This is an optimization exercise on Yosys and OpenROAD, whose aim is small area, not a production implementation. Only simulation tests tie the RTL to the original design; equivalence was not proved. Power and IR drop assume default switching activity.

**constraint.sdc**
```tcl
create_clock -name core_clock -period 8.0 [get_ports {axi_clk}]
set_input_delay 1.6000 -clock core_clock [delete_from_list [all_inputs] [get_ports {axi_clk}]]
set_output_delay 1.6000 -clock core_clock [all_outputs]
set_load 0.01 [all_outputs]
```
**standard.sh**
```bash
#!/bin/bash
# synth_recipe.tcl (not shown) runs the flow's synth.tcl, then flattens the netlist and writes it again
# the make line also repeats each setting of config.mk as NAME=value (left out here)
make -C /OpenROAD-flow-scripts/flow DESIGN_CONFIG=/design/flow/config.mk WORK_HOME=/design/flow/orfs CLKGATE_MAP_FILE= SYNTH_SCRIPT=/design/flow/synth_recipe.tcl "${@:-finish}"
```
**flow/gen.py**
```python
#!/usr/bin/env python3
"""Gate-level generator for the 4x4 int8 MAC array.

One gate list describes every multiply-accumulate cell: Baugh-Wooley partial
products fused with the 16-bit accumulator into a single column-compression
tree of full and half adders.  The beat is registered first (a_q, b_q, pv),
so the tree runs register to register.  The accumulator is stored inverted
(nacc = ~acc, reset to all ones), so every partial product is a NAND/NOR and
the whole tree runs on inverted bits without inverters (a full adder is
self-dual).

  gen.py rtl DIR              write DIR/rtl/*.v (plain Verilog, same gates)
  gen.py net STD.v OUT.v      write a sky130hd netlist for the layout, taking
                              the flip-flop instances verbatim from the
                              standard synthesis netlist STD.v
"""
import re
import sys

W = 16
T_IN, T_Q = 0.9, 0.45          # arrival of gated a / b and of flop outputs
D = {"fa_s": 0.50, "fa_c": 0.40, "ha_s": 0.30, "ha_c": 0.20, "x2": 0.22,
     "g": 0.12}


class Mac:
    """Gate list of one MAC cell with local net names."""

    def __init__(self):
        self.g = []            # (cell, {pin: net}) ; outputs included
        self.n = 0
        self.inv = {}          # net -> inverted net (shared inverters)

    def new(self, p="n"):
        self.n += 1
        return "%s%d" % (p, self.n)

    def add(self, cell, **pins):
        self.g.append((cell, pins))

    def invert(self, net):
        if net not in self.inv:
            o = self.new("i")
            self.add("inv_1", A=net, Y=o)
            self.inv[net] = o
        return self.inv[net]


def build_mac():
    m = Mac()
    # columns hold signals (net, pol, t): true value = net ^ pol
    cols = [[] for _ in range(W)]
    const = 0
    for i in range(8):
        for j in range(8):
            k = i + j
            if k >= W:
                continue
            o = m.new("p")
            if i == 7 and j < 7:
                # true term ~(a7 b_j); its inverse a7 b_j = nor(~a7, ~b_j)
                m.add("nor2_1", A="agn[7]", B="bn[%d]" % j, Y=o)
            elif j == 7 and i < 7:
                m.add("nor2_1", A="agn[%d]" % i, B="bn[7]", Y=o)
            else:
                m.add("nand2_1", A="ag[%d]" % i, B="b[%d]" % j, Y=o)
            cols[k].append((o, 1, T_IN + D["g"]))
    const = ((1 << 15) + (1 << 8)) % (1 << W)
    for k in range(W):
        cols[k].append(("nacc[%d]" % k, 1, T_Q))
    consts = [(const >> k) & 1 for k in range(W)]

    nxt = [None] * W
    stats = {"fa": 0, "ha": 0, "inv": 0, "x": 0}

    def same_pol(col, n):
        """pick n earliest signals, preferring one polarity"""
        col.sort(key=lambda s: s[2])
        best = None
        for pol in (1, 0):
            cand = [s for s in col if s[1] == pol][:n]
            if len(cand) == n:
                t = max(s[2] for s in cand)
                if best is None or t < best[0]:
                    best = (t, cand)
        if best is None:
            cand = col[:n]
        else:
            cand = best[1]
        for s in cand:
            col.remove(s)
        return cand

    def to_pol(s, pol):
        if s[1] == pol:
            return s
        stats["inv"] += 1
        return (m.invert(s[0]), pol, s[2] + 0.1)

    for k in range(W):
        col = cols[k]
        if k == W - 1:
            # only the sum bit: xor chain, parity of polarities and constant
            col.sort(key=lambda s: s[2])
            par = consts[k]
            nets = []
            for s in col:
                par ^= s[1]
                nets.append((s[0], s[2]))
            while len(nets) > 1:
                nets.sort(key=lambda s: s[1])
                (x, tx), (y, ty) = nets[0], nets[1]
                del nets[0:2]
                o = m.new("x")
                if len(nets) == 0 and par == 0:
                    # result must be stored inverted: ~(x ^ y)
                    m.add("xnor2_1", A=x, B=y, Y=o)
                    par = 1
                else:
                    m.add("xor2_1", A=x, B=y, X=o)
                stats["x"] += 1
                nets.append((o, max(tx, ty) + D["x2"]))
            if par == 0:
                nxt[k] = m.invert(nets[0][0])
            else:
                nxt[k] = nets[0][0]
            continue
        while True:
            q = consts[k]
            n = len(col)
            if n + q <= 1 and n == 1:
                break
            if q and n >= 2 and (n + q) % 2 == 1 or (q and n == 2):
                # full adder with constant 1: on inverted inputs this is a
                # half adder cell with inverted outputs
                x, y = same_pol(col, 2)
                if x[1] != y[1]:
                    y = to_pol(y, x[1])
                s, c = m.new("s"), m.new("c")
                t = max(x[2], y[2])
                if x[1] == 1:
                    m.add("ha_1", A=x[0], B=y[0], SUM=s, COUT=c)
                    col.append((s, 1, t + D["ha_s"]))
                    cols[k + 1].append((c, 1, t + D["ha_c"]))
                else:
                    m.add("xnor2_1", A=x[0], B=y[0], Y=s)
                    m.add("or2_1", A=x[0], B=y[0], X=c)
                    col.append((s, 0, t + D["ha_s"]))
                    cols[k + 1].append((c, 0, t + D["ha_c"]))
                consts[k] = 0
                stats["ha"] += 1
                continue
            if q and n == 1:
                # add constant 1 to a single bit: sum = ~x, carry = x
                x = col.pop()
                col.append((x[0], x[1] ^ 1, x[2]))
                cols[k + 1].append(x)
                consts[k] = 0
                continue
            if n >= 3:
                x, y, z = same_pol(col, 3)
                pol = 1 if (x[1] + y[1] + z[1]) >= 2 else 0
                x, y, z = to_pol(x, pol), to_pol(y, pol), to_pol(z, pol)
                s, c = m.new("s"), m.new("c")
                m.add("fa_1", A=x[0], B=y[0], CIN=z[0], SUM=s, COUT=c)
                t = max(x[2], y[2], z[2])
                col.append((s, pol, t + D["fa_s"]))
                cols[k + 1].append((c, pol, t + D["fa_c"]))
                stats["fa"] += 1
                continue
            # two bits: half adder
            x, y = same_pol(col, 2)
            if x[1] != y[1]:
                y = to_pol(y, x[1])
            s, c = m.new("s"), m.new("c")
            t = max(x[2], y[2])
            if x[1] == 0:
                m.add("ha_1", A=x[0], B=y[0], SUM=s, COUT=c)
                col.append((s, 0, t + D["ha_s"]))
                cols[k + 1].append((c, 0, t + D["ha_c"]))
            else:
                # true sum x^y = ~x ^ ~y, inverted: xnor ; true carry x&y,
                # inverted: ~x | ~y
                m.add("xnor2_1", A=x[0], B=y[0], Y=s)
                m.add("or2_1", A=x[0], B=y[0], X=c)
                col.append((s, 1, t + D["ha_s"]))
                cols[k + 1].append((c, 1, t + D["ha_c"]))
            stats["ha"] += 1
        s = col[0]
        if s[1] == 0:
            nxt[k] = m.invert(s[0])
        else:
            nxt[k] = s[0]
    # name each column's final bit after the register input it drives
    assert len(set(nxt)) == W
    ren = {}
    for k in range(W):
        assert not nxt[k].startswith("nacc") and "[" not in nxt[k]
        ren[nxt[k]] = "nxt[%d]" % k
    m.g = [(cell, dict((p, ren.get(v, v)) for p, v in pins.items()))
           for cell, pins in m.g]

    # saturation of acc = ~nacc to signed 8 bits
    x1, x2, y1, y2, A, B = (m.new("q") for _ in range(6))
    m.add("nand4_1", A="nacc[14]", B="nacc[13]", C="nacc[12]", D="nacc[11]", Y=x1)
    m.add("nand4_1", A="nacc[10]", B="nacc[9]", C="nacc[8]", D="nacc[7]", Y=x2)
    m.add("nor4_1", A="nacc[14]", B="nacc[13]", C="nacc[12]", D="nacc[11]", Y=y1)
    m.add("nor4_1", A="nacc[10]", B="nacc[9]", C="nacc[8]", D="nacc[7]", Y=y2)
    m.add("o21ai_0", A1=x1, A2=x2, B1="nacc[15]", Y=A)
    m.add("a21oi_1", A1=y1, A2=y2, B1="nacc[15]", Y=B)
    for i in range(7):
        m.add("a21oi_1", A1="nacc[%d]" % i, A2=A, B1=B, Y="result[%d]" % i)
    m.add("inv_1", A="nacc[15]", Y="result[7]")
    m.stats = stats
    return m


OUTS = {"Y", "X", "SUM", "COUT", "HI", "LO"}

EXPR = {
    "inv_1": lambda p: "~%s" % p["A"],
    "nand2_1": lambda p: "~(%s & %s)" % (p["A"], p["B"]),
    "nor2_1": lambda p: "~(%s | %s)" % (p["A"], p["B"]),
    "or2_1": lambda p: "%s | %s" % (p["A"], p["B"]),
    "xor2_1": lambda p: "%s ^ %s" % (p["A"], p["B"]),
    "xnor2_1": lambda p: "~(%s ^ %s)" % (p["A"], p["B"]),
    "nand4_1": lambda p: "~(%s & %s & %s & %s)" % (p["A"], p["B"], p["C"], p["D"]),
    "nor4_1": lambda p: "~(%s | %s | %s | %s)" % (p["A"], p["B"], p["C"], p["D"]),
    "o21ai_0": lambda p: "~((%s | %s) & %s)" % (p["A1"], p["A2"], p["B1"]),
    "a21oi_1": lambda p: "~((%s & %s) | %s)" % (p["A1"], p["A2"], p["B1"]),
    "buf_alias": lambda p: p["A"],
}


def rtl_lines(m):
    out = []
    for cell, p in m.g:
        if cell == "fa_1":
            a, b, c = p["A"], p["B"], p["CIN"]
            out.append("    assign %s = %s ^ %s ^ %s;" % (p["SUM"], a, b, c))
            out.append("    assign %s = (%s & %s) | (%s & %s) | (%s & %s);"
                       % (p["COUT"], a, b, a, c, b, c))
        elif cell == "ha_1":
            out.append("    assign %s = %s ^ %s;" % (p["SUM"], p["A"], p["B"]))
            out.append("    assign %s = %s & %s;" % (p["COUT"], p["A"], p["B"]))
        else:
            o = [v for k, v in p.items() if k in OUTS][0]
            out.append("    assign %s = %s;" % (o, EXPR[cell](p)))
    return out


def local_wires(m):
    ws = set()
    for cell, p in m.g:
        for k, v in p.items():
            if k in OUTS and "[" not in v:
                ws.add(v)
    return sorted(ws, key=lambda s: (s[0], int(s[1:])))


def write_rtl(d):
    m = build_mac()
    mac = ["// Generated by flow/gen.py (see gen/README.md). Do not edit.",
           "// One multiply-accumulate cell: nacc holds the inverted 16-bit",
           "// accumulator; each step adds ag*b to acc = ~nacc, and result is",
           "// acc saturated to signed 8 bits.",
           "module int8mac (",
           "    input  [7:0] ag,     // gated A[c]",
           "    input  [7:0] agn,    // ~ag",
           "    input  [7:0] b,      // B[r]",
           "    input  [7:0] bn,     // ~b",
           "    input        clk, reset,",
           "    output [7:0] result",
           ");",
           "    reg  [15:0] nacc;",
           "    wire [15:0] nxt;",
           "    wire " + ", ".join(local_wires(m)) + ";"]
    mac += rtl_lines(m)
    mac += ["",
            "    always @(posedge clk or negedge reset) begin",
            "        if (!reset) nacc <= 16'hffff;",
            "        else        nacc <= nxt;",
            "    end",
            "endmodule", ""]
    open(d + "/rtl/int8mac.v", "w").write("\n".join(mac))
    open(d + "/rtl/normalizer.v", "w").write(
        "// The saturation to signed 8 bits is part of int8mac (rtl/int8mac.v),\n"
        "// computed from the inverted accumulator.\n")
    sa = """// 4x4 array of multiply-accumulate cells.  A beat is registered in the
// cycle it is accepted (a_q, b_q, pv) and added in the next: cell (r, c)
// accumulates A[c] * B[r].
module systolic_array (
    input          clk,
    input          reset,
    input  [31:0]  matrixA,
    input  [31:0]  matrixB,
    input          valid_in,
    output [127:0] result,
    output         busy      // a registered beat is not yet accumulated
);
    reg  [31:0] a_q, b_q;
    reg         pv;

    always @(posedge clk) begin
        a_q <= matrixA;
        b_q <= matrixB;
    end

    always @(posedge clk or negedge reset) begin
        if (!reset) pv <= 1'b0;
        else        pv <= valid_in;
    end

    assign busy = pv;

    wire [31:0] agn = ~(a_q & {32{pv}});
    wire [31:0] ag  = ~agn;
    wire [31:0] bn  = ~b_q;

    genvar r, c;
    generate
        for (r = 0; r < 4; r = r + 1) begin : row
            for (c = 0; c < 4; c = c + 1) begin : col
                int8mac mac (
                    .ag(ag[31-8*c -: 8]),
                    .agn(agn[31-8*c -: 8]),
                    .b(b_q[31-8*r -: 8]),
                    .bn(bn[31-8*r -: 8]),
                    .clk(clk), .reset(reset),
                    .result(result[127-8*(4*r+c) -: 8])
                );
            end
        end
    endgenerate
endmodule
"""
    open(d + "/rtl/systolic_array.v", "w").write(sa)
    top = """module top (
    input axi_clk,axi_rst_n,
    //AXI4-S Master
    output reg m_axis_valid,
    output [127:0] m_axis_data,
    input m_axis_ready,
    //AXI4-S Slave
    input s_axis_valid,
    input [63:0] s_axis_data,
    output s_axis_ready
);
    wire busy;

    systolic_array uut (
        .clk(axi_clk),
        .reset(axi_rst_n),
        .matrixA(s_axis_data[63:32]),
        .matrixB(s_axis_data[31:0]),
        .valid_in(s_axis_valid),
        .result(m_axis_data),
        .busy(busy)
    );

    assign s_axis_ready = 1'b1;

    // a beat accepted at an edge is in the accumulators one edge later, so
    // the results are valid after every edge at which no beat is accepted
    always @(posedge axi_clk or negedge axi_rst_n) begin
        if (!axi_rst_n) m_axis_valid <= 1'b0;
        else            m_axis_valid <= !s_axis_valid;
    end
endmodule
"""
    open(d + "/rtl/AXI4_Stream_wrapper.v", "w").write(top)
    sys.stderr.write("mac: %s, gates %d\n" % (m.stats, len(m.g)))


def esc(n):
    if re.match(r"^(s_axis_data|m_axis_data)\[\d+\]$", n):
        return n
    return n if re.match(r"^[A-Za-z_][A-Za-z0-9_]*$", n) else "\\" + n + " "


def unesc(n):
    n = n.strip()
    return n[1:].strip() if n.startswith("\\") else n


def write_net(std, outp):
    txt = open(std).read()
    cells = re.findall(r"^\s*(sky130_fd_sc_hd__\w+)\s+(\\\S+|\S+)\s*\((.*?)\);",
                       txt, re.S | re.M)
    regs = {}
    keep = []
    for typ, name, body in cells:
        if not re.match(r"sky130_fd_sc_hd__(df|sdf|edf)", typ):
            continue
        pins = dict((p, unesc(v)) for p, v in re.findall(r"\.(\w+)\(([^()]*)\)", body))
        nm = unesc(name)
        base = nm.split("$")[0]
        regs[base] = (typ, pins)
        keep.append("  %s %s (%s);" % (typ, name.strip() + (" " if name.startswith("\\") else ""),
                                        body.strip()))
    expect = {"m_axis_valid": "dfrtp", "uut.pv": "dfrtp"}
    for i in range(32):
        expect["uut.a_q[%d]" % i] = "dfxtp"
        expect["uut.b_q[%d]" % i] = "dfxtp"
    for r in range(4):
        for c in range(4):
            for k in range(W):
                expect["uut.row[%d].col[%d].mac.nacc[%d]" % (r, c, k)] = "dfstp"
    if set(regs) != set(expect):
        raise SystemExit("register set differs: %s" % sorted(set(regs) ^ set(expect))[:10])
    for k, t in expect.items():
        if not regs[k][0].startswith("sky130_fd_sc_hd__" + t):
            raise SystemExit("register %s is %s" % (k, regs[k][0]))

    def Q(b):
        return regs[b][1]["Q"]

    def Dn(b):
        return regs[b][1]["D"]

    m = build_mac()
    lines = []
    wires = set()
    cnt = [0]

    def inst(cell, pins):
        cnt[0] += 1
        lines.append("  sky130_fd_sc_hd__%s g%d (%s);" % (
            cell, cnt[0], ", ".join(".%s(%s)" % (k, esc(v)) for k, v in pins.items())))
        for k, v in pins.items():
            if k in OUTS:
                wires.add(v)

    # registers loaded straight from ports
    direct = {"uut.pv": "s_axis_valid"}
    for i in range(32):
        direct["uut.a_q[%d]" % i] = "s_axis_data[%d]" % (32 + i)
        direct["uut.b_q[%d]" % i] = "s_axis_data[%d]" % i
    for b, p in direct.items():
        if Dn(b) != p:
            inst("buf_1", {"A": p, "X": Dn(b)})
    inst("inv_1", {"A": "s_axis_valid", "Y": Dn("m_axis_valid")})
    inst("conb_1", {"HI": "s_axis_ready"})
    # shared signals
    for c in range(4):
        for i in range(8):
            a = Q("uut.a_q[%d]" % (24 - 8 * c + i))
            inst("nand2_1", {"A": a, "B": Q("uut.pv"), "Y": "agn_%d_%d" % (c, i)})
            inst("inv_1", {"A": "agn_%d_%d" % (c, i), "Y": "ag_%d_%d" % (c, i)})
    for r in range(4):
        for j in range(8):
            inst("inv_1", {"A": Q("uut.b_q[%d]" % (24 - 8 * r + j)), "Y": "bn_%d_%d" % (r, j)})
    for r in range(4):
        for c in range(4):
            pre = "m%d%d_" % (r, c)
            mac = "uut.row[%d].col[%d].mac." % (r, c)

            def mp(v):
                mm = re.match(r"^(\w+)\[(\d+)\]$", v)
                if mm:
                    s, i = mm.group(1), int(mm.group(2))
                    if s == "ag":
                        return "ag_%d_%d" % (c, i)
                    if s == "agn":
                        return "agn_%d_%d" % (c, i)
                    if s == "b":
                        return Q("uut.b_q[%d]" % (24 - 8 * r + i))
                    if s == "bn":
                        return "bn_%d_%d" % (r, i)
                    if s == "nacc":
                        return Q(mac + "nacc[%d]" % i)
                    if s == "nxt":
                        return Dn(mac + "nacc[%d]" % i)
                    if s == "result":
                        return "m_axis_data[%d]" % (127 - 8 * (4 * r + c) - 7 + i)
                    raise SystemExit(v)
                return pre + v
            for cell, p in m.g:
                inst(cell, dict((k, mp(v)) for k, v in p.items()))
    ports = """module top(axi_clk, axi_rst_n, m_axis_valid, m_axis_data, m_axis_ready, s_axis_valid, s_axis_data, s_axis_ready);
  input axi_clk;
  input axi_rst_n;
  output m_axis_valid;
  output [127:0] m_axis_data;
  input m_axis_ready;
  input s_axis_valid;
  input [63:0] s_axis_data;
  output s_axis_ready;
"""
    portnames = {"m_axis_valid", "s_axis_ready", "s_axis_valid", "axi_clk", "axi_rst_n"}
    allw = set(wires)
    for typ, pins in regs.values():
        allw.add(pins["Q"])
        allw.add(pins["D"])
    decl = []
    for w in sorted(allw):
        if re.match(r"^(m_axis_data|s_axis_data)\[\d+\]$", w) or w in portnames:
            continue
        decl.append("  wire %s;" % esc(w))
    body = ports + "\n".join(decl) + "\n" + "\n".join(keep) + "\n" + "\n".join(lines) + "\nendmodule\n"
    open(outp, "w").write(body)


if __name__ == "__main__":
    if sys.argv[1] == "rtl":
        write_rtl(sys.argv[2])
    else:
        write_net(sys.argv[2], sys.argv[3])
```
**config.mk**
```make
export PLATFORM = sky130hd
export DESIGN_NAME = top
export DESIGN_NICKNAME = top
export VERILOG_FILES = /design/flow/design.v
export SDC_FILE = /design/flow/constraint.sdc
export NUM_CORES = 4
export LEC_CHECK = 0
export CAP_MARGIN = 20
export CORE_MARGIN = 2
export CORE_UTILIZATION = 40
export GPL_TIMING_DRIVEN = 0
export PLACE_DENSITY = 0.6
export SLEW_MARGIN = 20
```
**design.v**
```verilog
module int8mac (
    input  [7:0] ag,      
    input  [7:0] agn,     
    input  [7:0] b,       
    input  [7:0] bn,      
    input        clk, reset,
    output [7:0] result
);
    reg  [15:0] nacc;
    wire [15:0] nxt;
    wire c66, c68, c70, c72, c74, c76, c78, c80, c82, c84, c86, c88, c90, c92, c94, c96, c98, c100, c102, c104, c106, c108, c110, c112, c114, c116, c118, c120, c122, c124, c126, c128, c130, c132, c134, c136, c138, c140, c142, c144, c146, c148, c150, c152, c154, c156, c158, c160, c162, c164, c166, c168, c170, c172, c174, c176, c178, c180, c182, c184, c186, c188, c190, c192, c194, c196, c198, c200, c202, c204, c206, p1, p2, p3, p4, p5, p6, p7, p8, p9, p10, p11, p12, p13, p14, p15, p16, p17, p18, p19, p20, p21, p22, p23, p24, p25, p26, p27, p28, p29, p30, p31, p32, p33, p34, p35, p36, p37, p38, p39, p40, p41, p42, p43, p44, p45, p46, p47, p48, p49, p50, p51, p52, p53, p54, p55, p56, p57, p58, p59, p60, p61, p62, p63, p64, q209, q210, q211, q212, q213, q214, s67, s71, s73, s77, s79, s81, s85, s87, s89, s91, s95, s97, s99, s101, s103, s107, s109, s111, s113, s115, s117, s121, s123, s125, s127, s129, s131, s133, s137, s139, s141, s143, s145, s147, s149, s153, s155, s157, s159, s161, s163, s167, s169, s171, s173, s175, s179, s181, s183, s185, s189, s191, s193, s197, s199, s203, x207;
    assign p1 = ~(ag[0] & b[0]);
    assign p2 = ~(ag[0] & b[1]);
    assign p3 = ~(ag[0] & b[2]);
    assign p4 = ~(ag[0] & b[3]);
    assign p5 = ~(ag[0] & b[4]);
    assign p6 = ~(ag[0] & b[5]);
    assign p7 = ~(ag[0] & b[6]);
    assign p8 = ~(agn[0] | bn[7]);
    assign p9 = ~(ag[1] & b[0]);
    assign p10 = ~(ag[1] & b[1]);
    assign p11 = ~(ag[1] & b[2]);
    assign p12 = ~(ag[1] & b[3]);
    assign p13 = ~(ag[1] & b[4]);
    assign p14 = ~(ag[1] & b[5]);
    assign p15 = ~(ag[1] & b[6]);
    assign p16 = ~(agn[1] | bn[7]);
    assign p17 = ~(ag[2] & b[0]);
    assign p18 = ~(ag[2] & b[1]);
    assign p19 = ~(ag[2] & b[2]);
    assign p20 = ~(ag[2] & b[3]);
    assign p21 = ~(ag[2] & b[4]);
    assign p22 = ~(ag[2] & b[5]);
    assign p23 = ~(ag[2] & b[6]);
    assign p24 = ~(agn[2] | bn[7]);
    assign p25 = ~(ag[3] & b[0]);
    assign p26 = ~(ag[3] & b[1]);
    assign p27 = ~(ag[3] & b[2]);
    assign p28 = ~(ag[3] & b[3]);
    assign p29 = ~(ag[3] & b[4]);
    assign p30 = ~(ag[3] & b[5]);
    assign p31 = ~(ag[3] & b[6]);
    assign p32 = ~(agn[3] | bn[7]);
    assign p33 = ~(ag[4] & b[0]);
    assign p34 = ~(ag[4] & b[1]);
    assign p35 = ~(ag[4] & b[2]);
    assign p36 = ~(ag[4] & b[3]);
    assign p37 = ~(ag[4] & b[4]);
    assign p38 = ~(ag[4] & b[5]);
    assign p39 = ~(ag[4] & b[6]);
    assign p40 = ~(agn[4] | bn[7]);
    assign p41 = ~(ag[5] & b[0]);
    assign p42 = ~(ag[5] & b[1]);
    assign p43 = ~(ag[5] & b[2]);
    assign p44 = ~(ag[5] & b[3]);
    assign p45 = ~(ag[5] & b[4]);
    assign p46 = ~(ag[5] & b[5]);
    assign p47 = ~(ag[5] & b[6]);
    assign p48 = ~(agn[5] | bn[7]);
    assign p49 = ~(ag[6] & b[0]);
    assign p50 = ~(ag[6] & b[1]);
    assign p51 = ~(ag[6] & b[2]);
    assign p52 = ~(ag[6] & b[3]);
    assign p53 = ~(ag[6] & b[4]);
    assign p54 = ~(ag[6] & b[5]);
    assign p55 = ~(ag[6] & b[6]);
    assign p56 = ~(agn[6] | bn[7]);
    assign p57 = ~(agn[7] | bn[0]);
    assign p58 = ~(agn[7] | bn[1]);
    assign p59 = ~(agn[7] | bn[2]);
    assign p60 = ~(agn[7] | bn[3]);
    assign p61 = ~(agn[7] | bn[4]);
    assign p62 = ~(agn[7] | bn[5]);
    assign p63 = ~(agn[7] | bn[6]);
    assign p64 = ~(ag[7] & b[7]);
    assign nxt[0] = ~(nacc[0] ^ p1);
    assign c66 = nacc[0] | p1;
    assign s67 = nacc[1] ^ p2 ^ p9;
    assign c68 = (nacc[1] & p2) | (nacc[1] & p9) | (p2 & p9);
    assign nxt[1] = ~(c66 ^ s67);
    assign c70 = c66 | s67;
    assign s71 = nacc[2] ^ p3 ^ p10;
    assign c72 = (nacc[2] & p3) | (nacc[2] & p10) | (p3 & p10);
    assign s73 = p17 ^ c68 ^ s71;
    assign c74 = (p17 & c68) | (p17 & s71) | (c68 & s71);
    assign nxt[2] = ~(c70 ^ s73);
    assign c76 = c70 | s73;
    assign s77 = nacc[3] ^ p4 ^ p11;
    assign c78 = (nacc[3] & p4) | (nacc[3] & p11) | (p4 & p11);
    assign s79 = p18 ^ p25 ^ c72;
    assign c80 = (p18 & p25) | (p18 & c72) | (p25 & c72);
    assign s81 = s77 ^ c74 ^ s79;
    assign c82 = (s77 & c74) | (s77 & s79) | (c74 & s79);
    assign nxt[3] = ~(c76 ^ s81);
    assign c84 = c76 | s81;
    assign s85 = nacc[4] ^ p5 ^ p12;
    assign c86 = (nacc[4] & p5) | (nacc[4] & p12) | (p5 & p12);
    assign s87 = p19 ^ p26 ^ p33;
    assign c88 = (p19 & p26) | (p19 & p33) | (p26 & p33);
    assign s89 = c78 ^ s85 ^ s87;
    assign c90 = (c78 & s85) | (c78 & s87) | (s85 & s87);
    assign s91 = c80 ^ s89 ^ c82;
    assign c92 = (c80 & s89) | (c80 & c82) | (s89 & c82);
    assign nxt[4] = ~(c84 ^ s91);
    assign c94 = c84 | s91;
    assign s95 = nacc[5] ^ p6 ^ p13;
    assign c96 = (nacc[5] & p6) | (nacc[5] & p13) | (p6 & p13);
    assign s97 = p20 ^ p27 ^ p34;
    assign c98 = (p20 & p27) | (p20 & p34) | (p27 & p34);
    assign s99 = p41 ^ c86 ^ c88;
    assign c100 = (p41 & c86) | (p41 & c88) | (c86 & c88);
    assign s101 = s95 ^ s97 ^ c90;
    assign c102 = (s95 & s97) | (s95 & c90) | (s97 & c90);
    assign s103 = s99 ^ s101 ^ c92;
    assign c104 = (s99 & s101) | (s99 & c92) | (s101 & c92);
    assign nxt[5] = ~(c94 ^ s103);
    assign c106 = c94 | s103;
    assign s107 = nacc[6] ^ p7 ^ p14;
    assign c108 = (nacc[6] & p7) | (nacc[6] & p14) | (p7 & p14);
    assign s109 = p21 ^ p28 ^ p35;
    assign c110 = (p21 & p28) | (p21 & p35) | (p28 & p35);
    assign s111 = p42 ^ p49 ^ c96;
    assign c112 = (p42 & p49) | (p42 & c96) | (p49 & c96);
    assign s113 = c98 ^ s107 ^ s109;
    assign c114 = (c98 & s107) | (c98 & s109) | (s107 & s109);
    assign s115 = c100 ^ s111 ^ s113;
    assign c116 = (c100 & s111) | (c100 & s113) | (s111 & s113);
    assign s117 = c102 ^ s115 ^ c104;
    assign c118 = (c102 & s115) | (c102 & c104) | (s115 & c104);
    assign nxt[6] = ~(c106 ^ s117);
    assign c120 = c106 | s117;
    assign s121 = nacc[7] ^ p8 ^ p15;
    assign c122 = (nacc[7] & p8) | (nacc[7] & p15) | (p8 & p15);
    assign s123 = p22 ^ p29 ^ p36;
    assign c124 = (p22 & p29) | (p22 & p36) | (p29 & p36);
    assign s125 = p43 ^ p50 ^ p57;
    assign c126 = (p43 & p50) | (p43 & p57) | (p50 & p57);
    assign s127 = c108 ^ c110 ^ s121;
    assign c128 = (c108 & c110) | (c108 & s121) | (c110 & s121);
    assign s129 = s123 ^ s125 ^ c112;
    assign c130 = (s123 & s125) | (s123 & c112) | (s125 & c112);
    assign s131 = c114 ^ s127 ^ s129;
    assign c132 = (c114 & s127) | (c114 & s129) | (s127 & s129);
    assign s133 = c116 ^ s131 ^ c118;
    assign c134 = (c116 & s131) | (c116 & c118) | (s131 & c118);
    assign nxt[7] = ~(c120 ^ s133);
    assign c136 = c120 | s133;
    assign s137 = nacc[8] ^ p16;
    assign c138 = nacc[8] & p16;
    assign s139 = p23 ^ p30 ^ p37;
    assign c140 = (p23 & p30) | (p23 & p37) | (p30 & p37);
    assign s141 = p44 ^ p51 ^ p58;
    assign c142 = (p44 & p51) | (p44 & p58) | (p51 & p58);
    assign s143 = s137 ^ c122 ^ c124;
    assign c144 = (s137 & c122) | (s137 & c124) | (c122 & c124);
    assign s145 = c126 ^ s139 ^ s141;
    assign c146 = (c126 & s139) | (c126 & s141) | (s139 & s141);
    assign s147 = c128 ^ s143 ^ s145;
    assign c148 = (c128 & s143) | (c128 & s145) | (s143 & s145);
    assign s149 = c130 ^ s147 ^ c132;
    assign c150 = (c130 & s147) | (c130 & c132) | (s147 & c132);
    assign nxt[8] = s149 ^ c134 ^ c136;
    assign c152 = (s149 & c134) | (s149 & c136) | (c134 & c136);
    assign s153 = nacc[9] ^ p24 ^ p31;
    assign c154 = (nacc[9] & p24) | (nacc[9] & p31) | (p24 & p31);
    assign s155 = p38 ^ p45 ^ p52;
    assign c156 = (p38 & p45) | (p38 & p52) | (p45 & p52);
    assign s157 = p59 ^ c138 ^ c140;
    assign c158 = (p59 & c138) | (p59 & c140) | (c138 & c140);
    assign s159 = c142 ^ s153 ^ s155;
    assign c160 = (c142 & s153) | (c142 & s155) | (s153 & s155);
    assign s161 = c144 ^ c146 ^ s157;
    assign c162 = (c144 & c146) | (c144 & s157) | (c146 & s157);
    assign s163 = s159 ^ c148 ^ s161;
    assign c164 = (s159 & c148) | (s159 & s161) | (c148 & s161);
    assign nxt[9] = s163 ^ c150 ^ c152;
    assign c166 = (s163 & c150) | (s163 & c152) | (c150 & c152);
    assign s167 = nacc[10] ^ p32 ^ p39;
    assign c168 = (nacc[10] & p32) | (nacc[10] & p39) | (p32 & p39);
    assign s169 = p46 ^ p53 ^ p60;
    assign c170 = (p46 & p53) | (p46 & p60) | (p53 & p60);
    assign s171 = c154 ^ c156 ^ s167;
    assign c172 = (c154 & c156) | (c154 & s167) | (c156 & s167);
    assign s173 = s169 ^ c158 ^ c160;
    assign c174 = (s169 & c158) | (s169 & c160) | (c158 & c160);
    assign s175 = s171 ^ c162 ^ s173;
    assign c176 = (s171 & c162) | (s171 & s173) | (c162 & s173);
    assign nxt[10] = c164 ^ s175 ^ c166;
    assign c178 = (c164 & s175) | (c164 & c166) | (s175 & c166);
    assign s179 = nacc[11] ^ p40 ^ p47;
    assign c180 = (nacc[11] & p40) | (nacc[11] & p47) | (p40 & p47);
    assign s181 = p54 ^ p61 ^ c168;
    assign c182 = (p54 & p61) | (p54 & c168) | (p61 & c168);
    assign s183 = c170 ^ s179 ^ c172;
    assign c184 = (c170 & s179) | (c170 & c172) | (s179 & c172);
    assign s185 = s181 ^ c174 ^ s183;
    assign c186 = (s181 & c174) | (s181 & s183) | (c174 & s183);
    assign nxt[11] = c176 ^ s185 ^ c178;
    assign c188 = (c176 & s185) | (c176 & c178) | (s185 & c178);
    assign s189 = nacc[12] ^ p48 ^ p55;
    assign c190 = (nacc[12] & p48) | (nacc[12] & p55) | (p48 & p55);
    assign s191 = p62 ^ c180 ^ s189;
    assign c192 = (p62 & c180) | (p62 & s189) | (c180 & s189);
    assign s193 = c182 ^ s191 ^ c184;
    assign c194 = (c182 & s191) | (c182 & c184) | (s191 & c184);
    assign nxt[12] = c186 ^ s193 ^ c188;
    assign c196 = (c186 & s193) | (c186 & c188) | (s193 & c188);
    assign s197 = nacc[13] ^ p56 ^ p63;
    assign c198 = (nacc[13] & p56) | (nacc[13] & p63) | (p56 & p63);
    assign s199 = c190 ^ s197 ^ c192;
    assign c200 = (c190 & s197) | (c190 & c192) | (s197 & c192);
    assign nxt[13] = s199 ^ c194 ^ c196;
    assign c202 = (s199 & c194) | (s199 & c196) | (c194 & c196);
    assign s203 = nacc[14] ^ p64 ^ c198;
    assign c204 = (nacc[14] & p64) | (nacc[14] & c198) | (p64 & c198);
    assign nxt[14] = s203 ^ c200 ^ c202;
    assign c206 = (s203 & c200) | (s203 & c202) | (c200 & c202);
    assign x207 = nacc[15] ^ c204;
    assign nxt[15] = ~(x207 ^ c206);
    assign q209 = ~(nacc[14] & nacc[13] & nacc[12] & nacc[11]);
    assign q210 = ~(nacc[10] & nacc[9] & nacc[8] & nacc[7]);
    assign q211 = ~(nacc[14] | nacc[13] | nacc[12] | nacc[11]);
    assign q212 = ~(nacc[10] | nacc[9] | nacc[8] | nacc[7]);
    assign q213 = ~((q209 | q210) & nacc[15]);
    assign q214 = ~((q211 & q212) | nacc[15]);
    assign result[0] = ~((nacc[0] & q213) | q214);
    assign result[1] = ~((nacc[1] & q213) | q214);
    assign result[2] = ~((nacc[2] & q213) | q214);
    assign result[3] = ~((nacc[3] & q213) | q214);
    assign result[4] = ~((nacc[4] & q213) | q214);
    assign result[5] = ~((nacc[5] & q213) | q214);
    assign result[6] = ~((nacc[6] & q213) | q214);
    assign result[7] = ~nacc[15];
    always @(posedge clk or negedge reset) begin
        if (!reset) nacc <= 16'hffff;
        else        nacc <= nxt;
    end
endmodule
module systolic_array (
    input          clk,
    input          reset,
    input  [31:0]  matrixA,
    input  [31:0]  matrixB,
    input          valid_in,
    output [127:0] result,
    output         busy       
);
    reg  [31:0] a_q, b_q;
    reg         pv;
    always @(posedge clk) begin
        a_q <= matrixA;
        b_q <= matrixB;
    end
    always @(posedge clk or negedge reset) begin
        if (!reset) pv <= 1'b0;
        else        pv <= valid_in;
    end
    assign busy = pv;
    wire [31:0] agn = ~(a_q & {32{pv}});
    wire [31:0] ag  = ~agn;
    wire [31:0] bn  = ~b_q;
    genvar r, c;
    generate
        for (r = 0; r < 4; r = r + 1) begin : row
            for (c = 0; c < 4; c = c + 1) begin : col
                int8mac mac (
                    .ag(ag[31-8*c -: 8]),
                    .agn(agn[31-8*c -: 8]),
                    .b(b_q[31-8*r -: 8]),
                    .bn(bn[31-8*r -: 8]),
                    .clk(clk), .reset(reset),
                    .result(result[127-8*(4*r+c) -: 8])
                );
            end
        end
    endgenerate
endmodule
module top (
    input axi_clk,axi_rst_n,
    output reg m_axis_valid,
    output [127:0] m_axis_data,
    input m_axis_ready,
    input s_axis_valid,
    input [63:0] s_axis_data,
    output s_axis_ready
);
    wire busy;
    systolic_array uut (
        .clk(axi_clk),
        .reset(axi_rst_n),
        .matrixA(s_axis_data[63:32]),
        .matrixB(s_axis_data[31:0]),
        .valid_in(s_axis_valid),
        .result(m_axis_data),
        .busy(busy)
    );
    assign s_axis_ready = 1'b1;
    always @(posedge axi_clk or negedge axi_rst_n) begin
        if (!axi_rst_n) m_axis_valid <= 1'b0;
        else            m_axis_valid <= !s_axis_valid;
    end
endmodule
```
**flow/run.sh**
```bash
#!/bin/bash
# Layout flow: the standard synthesis (for the register set and names), then
# the combinational logic is replaced by the gate-level netlist that
# flow/gen.py builds (the same gates as rtl/), then the standard layout.
set -euo pipefail
R=orfs/results/sky130hd/top/base
bash standard.sh synth > synth.log 2>&1
cp $R/1_2_yosys.v $R/1_2_yosys_std.v
python3 flow/gen.py net $R/1_2_yosys_std.v $R/1_2_yosys.v > gen.log 2>&1
rm -f $R/1_synth.odb $R/1_synth.sdc
bash standard.sh "BUFFER_PORTS_ARGS=-buffer_cell sky130_fd_sc_hd__buf_1" finish > layout.log 2>&1
```
==> key figures, run 1 <==
GRT
  – Pin count of the biggest net entering global routing: 30
  – Wire length of the first global-routing pass: 168500 um
  – Via count of the first global-routing pass: 27.77k
  – Overflow left after global routing: 0
  – Aggregate global-route resource usage: 24.57%
  – Antenna violations before repair: 2

Power and ir drop
  – Net switching power figure: 0.008001 W
  – Combinational group share of total power: 65.6%
  – Tot Pwr: 0.01830 W
  – Clock power share: 11.6%
  – Net switching fraction of the power: 43.72%
  – Pwr Density: 451.2 nW/um2
  – Peak supply drop: 189.0 uV
  – Sequential group share of total power: 22.8%
  – Standby leakage power: 13.34 nW
  – Pint: 0.01030 W

STA
  – Worst slew margin relative to its limit: 25.17%
  – Maximum clock frequency: 128.5 MHz
  – Final setup viols: 0
  – Hold Violations, Final: 0
  – Number of pins with negative max-slew slack in the final report: 0
  – Ratio of final minimum period to clock period: 97.28%
  – Clock Skews: 0.01945 ns
  – Worst Tran Pin Value: 1.111 ns
  – Unrepaired setup endpoints after global routing: no
  – Final worst hold slack: 0.4923 ns
  – Crit path time final: 7.783 ns

Final layout
  – Leading cell type in the layout, fill and taps excluded: fa_1
  – Synth-to-Final Area Change: 13.60%
  – Utilization of the core after routing: 45.91%
  – Non-filler instance count after layout: 4457
  – ANT cells: 0
  – Proportion of layout cells with a drive suffix above 1: 13.49%
  – Most frequent cells in the layout: fa_1 (992), nand2_1 (821), dfstp_2 (256)
  – Net count, final: 4332

Die
  – Die Span Y: 302.8 um
  – Die footprint: 91680 um2
  – Width of the die: 302.8 um
  – Number of primary I/O pins: 198
  – Core Region: 88370 um2
  – Initial core utilization: 40.41%
  – Row count: 109

Clocking
  – Later-pin clock latency in the skew report: 0.60 ns
  – Root buf cell: clkbuf_16
  – Number of sinks on the clock net: 322
  – Register clock-pin slew on the reported worst setup and hold paths: 0.05 ns
  – Number of hold buffers added after cts: 0
  – Maximum number of buffers from clock root to sink: 3
  – Number of H-tree levels: 2
  – TritonCTS clock tree: built
  – TritonCTS buffer count: 46

Outcome
  – Result of the run: no timing/DRC/antenna violations

Placement
  – IO Port Bufs: 195
  – Routability cong.: 0.8545
  – Cell Count Post-Placement: 4363
  – Total half-perimeter wirelength after legalization and detailed placement: 80520 um

Critical path
  – Slowest library cell on the worst path: fa_1
  – Largest delay share family, worst path: adder cells
  – Worst Path Buf+Inv: 2
  – Cell Chain, Critical Path: buf_16 > nand2_1 > inv_6 > nand2_1 > fa_1 > fa_1 > fa_1 > fa_1 > fa_1 > fa_1 > or2_1 > fa_1 > fa_1 > fa_1 > fa_1 > fa_1 > fa_1 > fa_1 > xnor2_1
  – Setup slack of the most critical reg-to-reg path: 0.22 ns
  – Endpoint class of the critical path: register
  – Reg-to-Reg End: uut.row[2].col[2].mac.nacc[15]$_DFF_PN1_
  – Setup crit start kind: register
  – Critical path start-end classification: register to register
  – Delay of the slowest critical-path stage: 0.59 ns
  – CP dominant cell by count: fa_1
  – CP Data Arrival Time: 8.30 ns
  – Cell depth of the worst flop-to-flop path: 19
  – Required time at the worst-slack endpoint: 8.52 ns
  – Launch point of the worst reg-to-reg path: uut.pv$_DFF_PN0_
  – Worst-path fanout max: 28

Synth
  – Avg Synthesized Cell Area: 12.05 um2
  – Synthesized area: 35710 um2
  – Synthesized instance count: 2964
  – Total of warnings raised by yosys: 3
  – Mapped Nets: 4040

Routing
  – Total wirelength of the detailed-routed design: 106700 um
  – Number of DRC violations after detailed routing: 0
  – Routed via count: 24.18k
  – Post-detailed-route count of antenna-violating nets: 0
  – Routed wire per std cell: 23.95 um
  – DR vias/cell: 5.425
  – Iter 0 DRT Violations: 1710
  – Number of iterations in the first detailed-routing pass: 5

Min path
  – WHS Endpoint: uut.row[1].col[1].mac.nacc[0]$_DFF_PN1_
  – Worst hold-check path type: register to register
  – Hold wc startpoint: uut.row[1].col[1].mac.nacc[0]$_DFF_PN1_
  – Cell count of the worst hold path: 1

Job
  – Max_cap viols: 0
## final cells by class
class	count	area (um2)
inverters	81	401.6
clock inverters	12	141.4
fillers	8156	47810
repair inverters	3	22.52
clock buffers	72	1400
multi-input cells	2561	27380
well taps	1165	1458
repair buffers	241	1672
flip-flops and latches	322	8097
## per-layer routing
metal	up-vias	global-route usage [%]	routed length, um
met4	6	7.495	3639
met2	948	39.44	51050
met5	-	0.6211	90
met1	13240	33.22	43230
met3	201	5.922	8738
li1	9780	-	-
## timing repair
item / CTS / global route
endpoints found under the setup margin: 32 / 29
cloned: 2 / 1
resized for setup: 22 / 31
setup buffers: 1 / 5
hold endpoints to repair: 0 / 0
## power groups by stage
| stage | clock network, W | registers (W) | logic (W) |
|---|---|---|---|
| 3_3_place_gp | 0 | 0.00423 | 0.0116 |
| 3_5_place_dp | 0 | 0.00419 | 0.0120 |
| 2_1_floorplan | 0 | 0.00389 | 0.00905 |
| 4_1_cts | 0.00219 | 0.00418 | 0.0122 |
| 6_report | 0.00213 | 0.00417 | 0.0120 |
| 5_1_grt | 0.00225 | 0.00430 | 0.0139 |
## worst max path at each step
| stage | startpoint | to | cells past startpoint |
|---|---|---|---|
| after floorplan | uut.pv$_DFF_PN0_ | uut.row[0].col[0].mac.nacc[15]$_DFF_PN1_ | 19 |
| after global routing | uut.pv$_DFF_PN0_ | uut.row[2].col[2].mac.nacc[15]$_DFF_PN1_ | 19 |
| final | uut.pv$_DFF_PN0_ | uut.row[2].col[2].mac.nacc[15]$_DFF_PN1_ | 19 |
| after CTS | uut.pv$_DFF_PN0_ | uut.row[2].col[1].mac.nacc[15]$_DFF_PN1_ | 20 |
| after detailed placement | uut.pv$_DFF_PN0_ | uut.row[1].col[3].mac.nacc[15]$_DFF_PN1_ | 19 |
| after global placement | axi_rst_n | m_axis_valid$_DFF_PN0_ | 1 |
## flip-flops by register name (all words and copies together), names as in the netlist
| register | cells |
|---|---|
| uut.row.col.mac.nacc | 256 |
| uut.b_q | 32 |
| uut.a_q | 32 |
| m_axis_valid | 1 |
| uut.pv | 1 |
## through the flow
stage / setup TNS (ns) / instance area, um2 / worst slack, ns
after floorplan: 0 / 35710 / 0.4470
final: 0 / 40570 / 0.2174
after CTS: 0 / 40460 / 0.006033
after global routing: 0 / 40570 / 0.002973
after detailed placement: -9.565 / 38830 / -0.4135
after global placement: -1277.36 / 37900 / -9.090
==> run 2, diff against run 1 <==
--- a/config.mk
+++ b/config.mk
@@ -7,7 +7,7 @@
 export LEC_CHECK = 0
 export CAP_MARGIN = 20
 export CORE_MARGIN = 2
-export CORE_UTILIZATION = 40
+export CORE_UTILIZATION = 55
 export GPL_TIMING_DRIVEN = 0
-export PLACE_DENSITY = 0.6
+export PLACE_DENSITY = 0.7
 export SLEW_MARGIN = 20
==> run 2 against run 1 <==
  * Final area shrank 2.5%
  * Clock skew shrank 0.0039 ns
  * Cell count is 7.8% lower
  * Hold slack gained 0.0031 ns
  * Core utilization rose by 16 points
  * Count of clock-buffer cells in the layout down 21
  * First-iteration DRC count increased by 17%
  * Routed wire length fell by 6.6%
  * Sequential share of layout area up 0.51 points
  * Clock power is 2% lower
  * Critical path depth down 1
  * Sequential power increased by 1%
  * Critical endpoint unchanged
  * Largest power group unchanged
==> key figures, run 2 <==
Clocking
  – Number of H-tree levels: 2 (unchanged)
  – Root buf cell: clkbuf_16 (unchanged)
  – Number of sinks on the clock net: 322 (unchanged)
  – TritonCTS buffer count: 44 (was 46)
  – TritonCTS clock tree: built (unchanged)
  – Register clock-pin slew on the reported worst setup and hold paths: 0.07 ns (was 0.05 ns)
  – Later-pin clock latency in the skew report: 0.60 ns (about the same)
  – Number of hold buffers added after cts: 0 (unchanged)
  – Maximum number of buffers from clock root to sink: 3 (unchanged)

Die
  – Initial core utilization: 55.50% (was 40.41%)
  – Die Span Y: 258.8 um (was 302.8 um)
  – Number of primary I/O pins: 198 (unchanged)
  – Width of the die: 258.8 um (was 302.8 um)
  – Core Region: 64350 um2 (was 88370 um2)
  – Die footprint: 66990 um2 (was 91680 um2)
  – Row count: 93 (was 109)

Critical path
  – Setup crit start kind: register (unchanged)
  – CP Data Arrival Time: 8.41 ns (was 8.30 ns)
  – Largest delay share family, worst path: adder cells (unchanged)
  – Critical path start-end classification: register to register (unchanged)
  – Slowest library cell on the worst path: dfrtp_4 (was fa_1)
  – Cell Chain, Critical Path: nand2_1 > inv_6 > nand2_1 > fa_1 > fa_1 > fa_1 > fa_1 > fa_1 > fa_1 > or2_1 > fa_1 > fa_1 > fa_1 > fa_1 > fa_1 > fa_1 > fa_1 > xnor2_1 (was buf_16 > nand2_1 > inv_6 > nand2_1 > fa_1 > fa_1 > fa_1 > fa_1 > fa_1 > fa_1 > or2_1 > fa_1 > fa_1 > fa_1 > fa_1 > fa_1 > fa_1 > fa_1 > xnor2_1)
  – Worst Path Buf+Inv: 1 (was 2)
  – Endpoint class of the critical path: register (unchanged)
  – Delay of the slowest critical-path stage: 0.64 ns (was 0.59 ns)
  – Required time at the worst-slack endpoint: 8.52 ns (about the same)
  – Worst-path fanout max: 28 (unchanged)
  – CP dominant cell by count: fa_1 (unchanged)

Synth
  – Synthesized area: 35710 um2 (unchanged)
  – Total of warnings raised by yosys: 3 (unchanged)
  – Synthesized instance count: 2964 (unchanged)
  – Mapped Nets: 4040 (unchanged)
  – Avg Synthesized Cell Area: 12.05 um2 (unchanged)

Final layout
  – Proportion of layout cells with a drive suffix above 1: 13.09% (was 13.49%)
  – Net count, final: 4297 (was 4332)
  – Design area: 39560 um2 (was 40570 um2)
  – Most frequent cells in the layout: fa_1 (992), nand2_1 (814), dfstp_2 (256) (was fa_1 (992), nand2_1 (821), dfstp_2 (256))
  – Seq. cell area: 8097 um2 (unchanged)
  – Max FFs per register: 256 (unchanged)
  – Regs by FF count: uut.row.col.mac.nacc x256, uut.a_q x32, uut.b_q x32 (unchanged)
  – Leading cell type in the layout, fill and taps excluded: fa_1 (unchanged)
  – ANT cells: 0 (unchanged)
  – Synth-to-Final Area Change: 10.78% (was 13.60%)
  – Multi-input gate area in the final layout: 27440 um2 (was 27380 um2)
  – Reg with most FFs: uut.row.col.mac.nacc (unchanged)
  – Filler cell count in the final layout: 5067 (was 8156)

GRT
  – Aggregate global-route resource usage: 31.65% (was 24.57%)
  – Overflow left after global routing: 0 (unchanged)
  – Via count of the first global-routing pass: 27.84k (was 27.77k)
  – Wire length of the first global-routing pass: 159300 um (was 168500 um)
  – Antenna violations before repair: 0 (was 2)
  – Pin count of the biggest net entering global routing: 33 (was 30)

Routing
  – Iter 0 DRT Violations: 2007 (was 1710)
  – Number of iterations in the first detailed-routing pass: 5 (unchanged)
  – DR vias/cell: 5.895 (was 5.425)
  – Post-detailed-route count of antenna-violating nets: 0 (unchanged)
  – Routed via count: 24.23k (was 24.18k)
  – Routed wire per std cell: 24.27 um (was 23.95 um)
  – Total wirelength of the detailed-routed design: 99740 um (was 106700 um)
  – Number of DRC violations after detailed routing: 0 (unchanged)

STA
  – Crit path time final: 7.890 ns (was 7.783 ns)
  – Final setup viols: 0 (unchanged)
  – Clock Skews: 0.01551 ns (was 0.01945 ns)
  – Worst Tran Pin Value: 1.147 ns (was 1.111 ns)
  – Unrepaired setup endpoints after global routing: yes (was no)
  – Maximum clock frequency: 126.7 MHz (was 128.5 MHz)
  – Number of pins with negative max-slew slack in the final report: 0 (unchanged)
  – Final worst hold slack: 0.4954 ns (was 0.4923 ns)
  – Hold Violations, Final: 0 (unchanged)
  – Worst slew margin relative to its limit: 23.46% (was 25.17%)
  – Ratio of final minimum period to clock period: 98.63% (was 97.28%)

Placement
  – Total half-perimeter wirelength after legalization and detailed placement: 71290 um (was 80520 um)
  – Post-placement cell area: 37770 um2 (was 38830 um2)
  – IO Port Bufs: 195 (unchanged)
  – Routability cong.: 0.9171 (was 0.8545)

Outcome
  – Result of the run: no timing/DRC/antenna violations (unchanged)

Min path
  – Worst hold-check path type: register to register (unchanged)

Power and ir drop
  – Pwr Density: 462.8 nW/um2 (was 451.2 nW/um2)
  – Standby leakage power: 13.05 nW (was 13.34 nW)
  – Peak supply drop: 228.2 uV (was 189.0 uV)

Job
  – Max_cap viols: 0 (unchanged)
## run 2: layer usage
| layer | track usage, % | up-vias | routed length, um | part of all wire (%) |
|---|---|---|---|---|
| met1 | 43.39 | 12970 | 38380 | 38 |
| met5 | 0 | - | 0 | 0 |
| met2 | 47.80 | 1297 | 45900 | 46 |
| met4 | 13.60 | 0 | 4884 | 4.9 |
| li1 | - | 9721 | - | - |
| met3 | 9.233 | 247 | 10580 | 11 |
## run 2: per-stage QoR
step           setup WS (ns)  total power (W)   TNS, ns  util, %  instances
2_1_floorplan         0.4470          0.01294         0        -       2964
3_3_place_gp          -7.823          0.01538  -1030.97    58.30       4014
3_5_place_dp         -0.8205          0.01609    -23.21    58.70       4024
4_1_cts             -0.04955          0.01840  -0.07890    61.17       4104
5_1_grt             -0.02787          0.02019  -0.04877    61.48       4110
6_report              0.1098          0.01831         0    61.48       4110
## run 2: area by class of cell
cell class              instances  share of cell area [%]
multi-input cells            2561                   69.37
repair buffers                211                   2.555
clock buffers                  51                   3.005
clock inverters                29                  0.7780
flip-flops and latches        322                   20.47
well taps                     855                   2.704
inverters                      81                   1.126
## run 2: power by group
group	internal (W)	total, W	switching [W]
Sequential	0.00331	0.00421	0.000908
Combinational	0.00572	0.0120	0.00629
Clock	0.00121	0.00208	0.000871
## run 2: worst reg2reg max path, stage by stage, from the launching register on
cell and delay, ns:
dfrtp_4 0.64, nand2_1 0.55, inv_6 0.50, nand2_1 0.14
fa_1 0.59, fa_1 0.45, fa_1 0.43, fa_1 0.40
fa_1 0.40, fa_1 0.47, or2_1 0.23, fa_1 0.39
fa_1 0.41, fa_1 0.43, fa_1 0.41, fa_1 0.39
fa_1 0.40, fa_1 0.39, xnor2_1 0.19
## run 2: final timing paths
kind                       cells past startpoint                                  endpoint  slack [ns]                                    start
max                                           18  uut.row[2].col[2].mac.nacc[15]$_DFF_PN1_        0.11                         uut.pv$_DFF_PN0_
min                                            1   uut.row[2].col[2].mac.nacc[0]$_DFF_PN1_        0.50  uut.row[2].col[2].mac.nacc[0]$_DFF_PN1_
max reg2reg                                   18  uut.row[2].col[2].mac.nacc[15]$_DFF_PN1_        0.11                         uut.pv$_DFF_PN0_
min reg2reg                                    1   uut.row[2].col[2].mac.nacc[0]$_DFF_PN1_        0.50  uut.row[2].col[2].mac.nacc[0]$_DFF_PN1_
max in group asynchronous                      5  uut.row[2].col[3].mac.nacc[14]$_DFF_PN1_        5.61                                axi_rst_n
min in group asynchronous                      1                          uut.pv$_DFF_PN0_        1.05                                axi_rst_n
## run 2: repair_timing
item | CTS | global route
buffers inserted | 0 | 5
gates resized for setup | 39 | 34
setup endpoints to repair | 49 | 30
==> run 3, diff against run 2 <==
--- a/config.mk
+++ b/config.mk
@@ -8,6 +8,8 @@
 export CAP_MARGIN = 20
 export CORE_MARGIN = 2
 export CORE_UTILIZATION = 55
+export CTS_CLUSTER_DIAMETER = 80
+export CTS_CLUSTER_SIZE = 25
 export GPL_TIMING_DRIVEN = 0
 export PLACE_DENSITY = 0.7
 export SLEW_MARGIN = 20
==> run 3 against run 2 <==
  * Still clean
  * Sequential share of layout area rose by 0.15 points
  * Global-route usage barely moved
  * Clock skew rose by 0.019 ns
  * Non-clock buffer count fell by 1
  * Flip-flop and latch count did not move
  * Core utilization fell by 0.46 points
  * Power fell by 1.4%
  * Maximum frequency rose by 0.22%
  * Routed wire length fell by 0.21%
  * Critical path depth rose by 2
  * Final area fell by 0.74%
  * Count of clock-buffer cells in the layout fell by 9
  * Critical endpoint is now uut.row[1].col[3].mac.nacc[15]$_DFF_PN1_
==> key figures, run 3 <==
Outcome
  – Result of the run: no timing/DRC/antenna violations (unchanged)

Min path
  – Worst hold-check path type: register to register (unchanged)
  – Hold wc startpoint: uut.row[3].col[0].mac.nacc[0]$_DFF_PN1_ (was uut.row[2].col[2].mac.nacc[0]$_DFF_PN1_)

Critical path
  – Critical path start-end classification: register to register (unchanged)
  – Delay of the slowest critical-path stage: 0.52 ns (was 0.64 ns)
  – Cell Chain, Critical Path: buf_12 > nand2_2 > inv_8 > nand2_1 > fa_1 > fa_1 > fa_1 > fa_1 > fa_1 > fa_1 > fa_1 > or2_1 > fa_1 > fa_1 > fa_1 > fa_1 > fa_1 > fa_1 > fa_1 > xnor2_1 (was nand2_1 > inv_6 > nand2_1 > fa_1 > fa_1 > fa_1 > fa_1 > fa_1 > fa_1 > or2_1 > fa_1 > fa_1 > fa_1 > fa_1 > fa_1 > fa_1 > fa_1 > xnor2_1)
  – Crit. Startpoint: uut.pv$_DFF_PN0_ (unchanged)
  – Worst-path fanout max: 28 (unchanged)
  – Required time at the worst-slack endpoint: 8.51 ns (was 8.52 ns)
  – CP Data Arrival Time: 8.39 ns (was 8.41 ns)
  – Setup slack of the most critical reg-to-reg path: 0.13 ns (was 0.11 ns)
  – Slowest library cell on the worst path: fa_1 (was dfrtp_4)
  – Setup crit start kind: register (unchanged)
  – Launch point of the worst reg-to-reg path: uut.pv$_DFF_PN0_ (unchanged)
  – Endpoint class of the critical path: register (unchanged)
  – CP dominant cell by count: fa_1 (unchanged)

Routing
  – Routed wire per std cell: 24.31 um (was 24.27 um)
  – Post-detailed-route count of antenna-violating nets: 0 (unchanged)
  – Number of iterations in the first detailed-routing pass: 5 (unchanged)
  – Routed via count: 23.96k (was 24.23k)
  – Number of DRC violations after detailed routing: 0 (unchanged)
  – DR vias/cell: 5.853 (was 5.895)
  – Total wirelength of the detailed-routed design: 99530 um (was 99740 um)
  – Iter 0 DRT Violations: 1877 (was 2007)

Final layout
  – Leading cell type in the layout, fill and taps excluded: fa_1 (unchanged)
  – Max FFs per register: 256 (unchanged)
  – Reg with most FFs: uut.row.col.mac.nacc (unchanged)
  – Proportion of layout cells with a drive suffix above 1: 12.57% (was 13.09%)
  – Utilization of the core after routing: 61.03% (was 61.48%)
  – Non-filler instance count after layout: 4094 (was 4110)
  – Filler cell count in the final layout: 5097 (was 5067)
  – Most frequent cells in the layout: fa_1 (992), nand2_1 (816), dfstp_2 (256) (was fa_1 (992), nand2_1 (814), dfstp_2 (256))
  – Net count, final: 4288 (was 4297)
  – Design area: 39270 um2 (was 39560 um2)
  – Synth-to-Final Area Change: 9.961% (was 10.78%)
  – Regs by FF count: uut.row.col.mac.nacc x256, uut.a_q x32, uut.b_q x32 (unchanged)

STA
  – Final setup viols: 0 (unchanged)
  – Final worst hold slack: 0.4978 ns (was 0.4954 ns)
  – Maximum clock frequency: 127.0 MHz (was 126.7 MHz)
  – Worst Tran Pin Value: 1.151 ns (was 1.147 ns)
  – Clock Skews: 0.03435 ns (was 0.01551 ns)
  – Setup tns final: 0 ns (unchanged)
  – Ratio of final minimum period to clock period: 98.41% (was 98.63%)
  – Number of pins with negative max-slew slack in the final report: 0 (unchanged)
  – Worst slew margin relative to its limit: 23.20% (was 23.46%)
  – Crit path time final: 7.872 ns (was 7.890 ns)
  – Hold Violations, Final: 0 (unchanged)

Die
  – Initial core utilization: 55.50% (unchanged)
  – Die Span Y: 258.8 um (unchanged)
  – Width of the die: 258.8 um (unchanged)
  – Number of primary I/O pins: 198 (unchanged)
  – Row count: 93 (unchanged)
  – Core Region: 64350 um2 (unchanged)
  – Die footprint: 66990 um2 (unchanged)

GRT
  – Antenna violations before repair: 1 (was 0)
  – Wire length of the first global-routing pass: 158900 um (was 159300 um)
  – Pin count of the biggest net entering global routing: 33 (unchanged)
  – Via count of the first global-routing pass: 27.70k (was 27.84k)
  – Aggregate global-route resource usage: 31.70% (was 31.65%)
  – Overflow left after global routing: 0 (unchanged)

Job
  – Max_cap viols: 0 (unchanged)

Clocking
  – Register clock-pin slew on the reported worst setup and hold paths: 0.08 ns (was 0.07 ns)
  – TritonCTS buffer count: 36 (was 44)
  – Number of sinks on the clock net: 322 (unchanged)
  – Maximum number of buffers from clock root to sink: 3 (unchanged)
  – Number of H-tree levels: 2 (unchanged)
  – Number of hold buffers added after cts: 0 (unchanged)
  – TritonCTS clock tree: built (unchanged)
  – Root buf cell: clkbuf_16 (unchanged)
  – Later-pin clock latency in the skew report: 0.59 ns (was 0.60 ns)

Power and ir drop
  – Pwr Density: 459.7 nW/um2 (was 462.8 nW/um2)
  – Standby leakage power: 12.94 nW (was 13.05 nW)
  – Peak supply drop: 258.0 uV (was 228.2 uV)

Placement
  – Cell Count Post-Placement: 4024 (unchanged)
  – Post-placement cell area: 37770 um2 (unchanged)
  – IO Port Bufs: 195 (unchanged)
  – Total half-perimeter wirelength after legalization and detailed placement: 71290 um (unchanged)
  – Routability cong.: 0.9171 (unchanged)

Synth
  – Total of warnings raised by yosys: 3 (unchanged)
  – Mapped Nets: 4040 (unchanged)
  – Synthesized instance count: 2964 (unchanged)
  – Avg Synthesized Cell Area: 12.05 um2 (unchanged)
  – Synthesized area: 35710 um2 (unchanged)
[run 3: timing repair]
item / CTS / global route
setup buffers: 1 / 3
resized for setup: 29 / 39
endpoints found under the setup margin: 49 / 24
[run 3: report_power, final]
group	leakage [nW]	internal (W)	switching, W
Combinational	9.07	0.00573	0.00629
Sequential	3.25	0.00330	0.000896
Clock	0.611	0.000937	0.000894
Total	12.9	0.00997	0.00808
[run 3: critical path: cells and delay by family (launching register included)]
family,cells,cell delay (ns)
adder cells (fa/ha/maj),14,6.01
AND/OR/NAND/NOR,3,0.66
buffers and inverters,2,0.51
flip-flops,1,0.44
XOR/XNOR,1,0.16
[run 3: final cells by class]
type | instances | area (um2) | area share [%]
Clock buffer | 42 | 974.7 | 2.482
Antenna cell | 1 | 2.502 | 0.006372
Timing Repair Buffer | 210 | 1003 | 2.555
Multi-Input combinational cell | 2561 | 27410 | 69.80
Sequential cell | 322 | 8097 | 20.62
Inverter | 81 | 425.4 | 1.083
Tap cell | 855 | 1070 | 2.724
Clock inverter | 22 | 286.5 | 0.7296
[run 3: metrics by stage]
stage	worst slack, ns	power (W)
2_1_floorplan	0.4470	0.01294
3_3_place_gp	-7.823	0.01538
3_5_place_dp	-0.8205	0.01609
4_1_cts	0.01795	0.01815
5_1_grt	-0.002325	0.01996
6_report	0.1275	0.01805
[run 3: worst paths after layout]
check	endpoint	cells past startpoint
min in group asynchronous	uut.pv$_DFF_PN0_	1
hold / removal	uut.row[3].col[0].mac.nacc[0]$_DFF_PN1_	1
max in group asynchronous	uut.row[2].col[3].mac.nacc[5]$_DFF_PN1_	5
hold reg to reg	uut.row[3].col[0].mac.nacc[0]$_DFF_PN1_	1
setup / recovery	uut.row[1].col[3].mac.nacc[15]$_DFF_PN1_	20
setup reg to reg	uut.row[1].col[3].mac.nacc[15]$_DFF_PN1_	20
[run 3: metal layers]
metal,routed length (um),GRT usage [%]
met2,45510,47.42
met4,5096,14.24
met5,0,0
met1,38140,42.74
met3,10780,10.45
==> run 4, diff against run 3 <==
--- a/config.mk
+++ b/config.mk
@@ -8,8 +8,8 @@
 export CAP_MARGIN = 20
 export CORE_MARGIN = 2
 export CORE_UTILIZATION = 55
-export CTS_CLUSTER_DIAMETER = 80
-export CTS_CLUSTER_SIZE = 25
+export CTS_CLUSTER_DIAMETER = 100
+export CTS_CLUSTER_SIZE = 30
 export GPL_TIMING_DRIVEN = 0
 export PLACE_DENSITY = 0.7
 export SLEW_MARGIN = 20
==> run 4 against run 3 <==
  * Worst setup slack worse by 0.053 ns
  * Die area stayed put
  * Clock skew is 0.0013 ns lower
  * Hold slack better by 0.0016 ns
  * Maximum frequency is 0.67% lower
  * Synthesized cell count stayed put
  * Sequential share of layout area is 0.18 points higher
  * Largest cell class unchanged
  * Largest power group unchanged
==> key figures, run 4 <==
Outcome
  – Result of the run: no timing/DRC/antenna violations (unchanged)

Critical path
  – Setup slack of the most critical reg-to-reg path: 0.07 ns (was 0.13 ns)
  – Delay of the slowest critical-path stage: 0.51 ns (was 0.52 ns)
  – Cell Chain, Critical Path: buf_12 > nand2_2 > inv_8 > nand2_1 > fa_1 > fa_1 > fa_1 > fa_1 > fa_1 > fa_1 > fa_1 > or2_1 > fa_1 > fa_1 > fa_1 > fa_1 > fa_1 > fa_1 > fa_1 > xnor2_1 (unchanged)
  – Reg-to-Reg End: uut.row[1].col[3].mac.nacc[15]$_DFF_PN1_ (unchanged)
  – Critical path start-end classification: register to register (unchanged)
  – Worst-path fanout max: 28 (unchanged)
  – Required time at the worst-slack endpoint: 8.52 ns (was 8.51 ns)
  – CP dominant cell by count: fa_1 (unchanged)
  – Launch point of the worst reg-to-reg path: uut.pv$_DFF_PN0_ (unchanged)

GRT
  – Wire length of the first global-routing pass: 157400 um (was 158900 um)
  – Via count of the first global-routing pass: 27.55k (was 27.70k)
  – Aggregate global-route resource usage: 31.28% (was 31.70%)

Routing
  – Post-detailed-route count of antenna-violating nets: 0 (unchanged)
  – Iter 0 DRT Violations: 1946 (was 1877)
  – Number of DRC violations after detailed routing: 0 (unchanged)
  – Total wirelength of the detailed-routed design: 98420 um (was 99530 um)
  – Number of iterations in the first detailed-routing pass: 6 (was 5)
  – Routed via count: 23.83k (was 23.96k)

STA
  – Setup slack of the critical path after layout: 0.07427 ns (was 0.1275 ns)
  – Ratio of final minimum period to clock period: 99.07% (was 98.41%)
  – Maximum clock frequency: 126.2 MHz (was 127.0 MHz)
  – Crit path time final: 7.926 ns (was 7.872 ns)
  – Hold Violations, Final: 0 (unchanged)
  – Worst Tran Pin Value: 1.138 ns (was 1.151 ns)
  – Clock Skews: 0.03300 ns (was 0.03435 ns)
  – Worst slew margin relative to its limit: 24.04% (was 23.20%)
  – Final worst hold slack: 0.4994 ns (was 0.4978 ns)

Clocking
  – Later-pin clock latency in the skew report: 0.61 ns (was 0.59 ns)
  – Maximum number of buffers from clock root to sink: 3 (unchanged)
  – TritonCTS clock tree: built (unchanged)

Die
  – Row count: 93 (unchanged)
  – Die Span Y: 258.8 um (unchanged)
  – Die footprint: 66990 um2 (unchanged)

Placement
  – Total half-perimeter wirelength after legalization and detailed placement: 71290 um (unchanged)
  – Post-placement cell area: 37770 um2 (unchanged)

Power and ir drop
  – Clock power share: 8.5% (was 10.1%)
  – Pwr Density: 454.6 nW/um2 (was 459.7 nW/um2)
  – Combinational group share of total power: 67.8% (was 66.6%)
  – Standby leakage power: 12.75 nW (was 12.94 nW)
  – Net switching power figure: 0.007979 W (was 0.008084 W)

Final layout
  – Max FFs per register: 256 (unchanged)
  – Leading cell type in the layout, fill and taps excluded: fa_1 (unchanged)
  – Filler cell count in the final layout: 5141 (was 5097)
  – Utilization of the core after routing: 60.50% (was 61.03%)

Min path
  – Worst hold-check path type: register to register (unchanged)
  – WHS Endpoint: uut.row[2].col[2].mac.nacc[0]$_DFF_PN1_ (was uut.row[3].col[0].mac.nacc[0]$_DFF_PN1_)

Synth
  – Mapped Nets: 4040 (unchanged)
  – Avg Synthesized Cell Area: 12.05 um2 (unchanged)
-- run 4: worst reg2reg max path, stage by stage (launching register included) --
cell and delay (ns):
dfrtp_4 0.45, buf_12 0.18, nand2_2 0.33, inv_8 0.36, nand2_1 0.13, fa_1 0.51
fa_1 0.43, fa_1 0.43, fa_1 0.42, fa_1 0.41, fa_1 0.42, fa_1 0.49
or2_1 0.24, fa_1 0.41, fa_1 0.42, fa_1 0.43, fa_1 0.41, fa_1 0.40
fa_1 0.42, fa_1 0.40, xnor2_1 0.18
-- run 4: worst max-delay path by stage --
stage                                               endpoint  slack (ns)
floorplan           uut.row[0].col[0].mac.nacc[15]$_DFF_PN1_        0.45
global placement                      m_axis_valid$_DFF_PN0_       -7.82
detailed placement  uut.row[1].col[2].mac.nacc[15]$_DFF_PN1_       -0.82
CTS                 uut.row[2].col[0].mac.nacc[15]$_DFF_PN1_       0.007
global route        uut.row[1].col[3].mac.nacc[15]$_DFF_PN1_       -0.03
finish              uut.row[1].col[3].mac.nacc[15]$_DFF_PN1_        0.07
-- run 4: power groups by stage --
stage,Combinational [W],Clock (W),Sequential [W]
final,0.0120,0.00150,0.00420
after detailed placement,0.0119,0,0.00422
after floorplan,0.00905,0,0.00389
after global routing,0.0137,0.00159,0.00433
after global placement,0.0112,0,0.00418
after CTS,0.0121,0.00154,0.00419
-- run 4: final cells by class --
| class | instances | area [um2] | share of cell area, % |
|---|---|---|---|
| Antenna cell | 1 | 2.502 | 0.006427 |
| Clock buffer | 25 | 625.6 | 1.607 |
| Clock inverter | 19 | 319.1 | 0.8195 |
| Inverter | 81 | 419.2 | 1.077 |
| Multi-Input combinational cell | 2561 | 27410 | 70.39 |
| Sequential cell | 322 | 8097 | 20.80 |
| Tap cell | 855 | 1070 | 2.748 |
| Timing Repair Buffer | 209 | 996.0 | 2.558 |
-- run 4: per-layer routing --
layer	up-vias	GRT usage [%]	share of wire [%]
met3	223	9.849	11
met2	1227	47.02	46
met5	-	0.4274	0.011
met4	2	13.50	5.1
met1	12720	42.47	38
li1	9664	-	-
-- run 4: per-stage QoR --
step,TNS (ns),instances,total power [W]
after floorplan,0,2964,0.01294
after global placement,-1030.97,4014,0.01538
after detailed placement,-23.21,4024,0.01609
after CTS,0,4069,0.01781
after global routing,-0.06984,4072,0.01960
final,0,4073,0.01770
-- run 4: what timing repair did --
| item | CTS | global route |
|---|---|---|
| gates resized for setup | 34 | 33 |
| setup buffers | 1 | 2 |
| endpoints found under the hold margin | 0 | 0 |
| setup endpoints to repair | 50 | 26 |

[what the ideal ports hide]
In the flow no input, the clock included, has a driving cell. The finished layouts below were timed again as built, in two steps.
Step 1 sets driving cells, clkbuf_16 on the clock port and buf_2 on the other inputs (assumed; they add their load-dependent delay and slew).
Step 2, shift: input delay + t, output delay - t, t = (earliest + latest rising clock arrival at the registers) / 2. This alone moves slack from input paths to output paths.
Three values: no drivers, after step 1, after step 2; two values: the first two.
run	shift t [ns]	setup slack, ns
run 1	0.656	0.217 / 0.217 / 0.217
run 2	0.663	0.110 / 0.110 / 0.110
run 3	0.647	0.128 / 0.128 / 0.128
run 4	0.663	0.074 / 0.074 / 0.074
After both steps setup and hold are still met in every run listed.
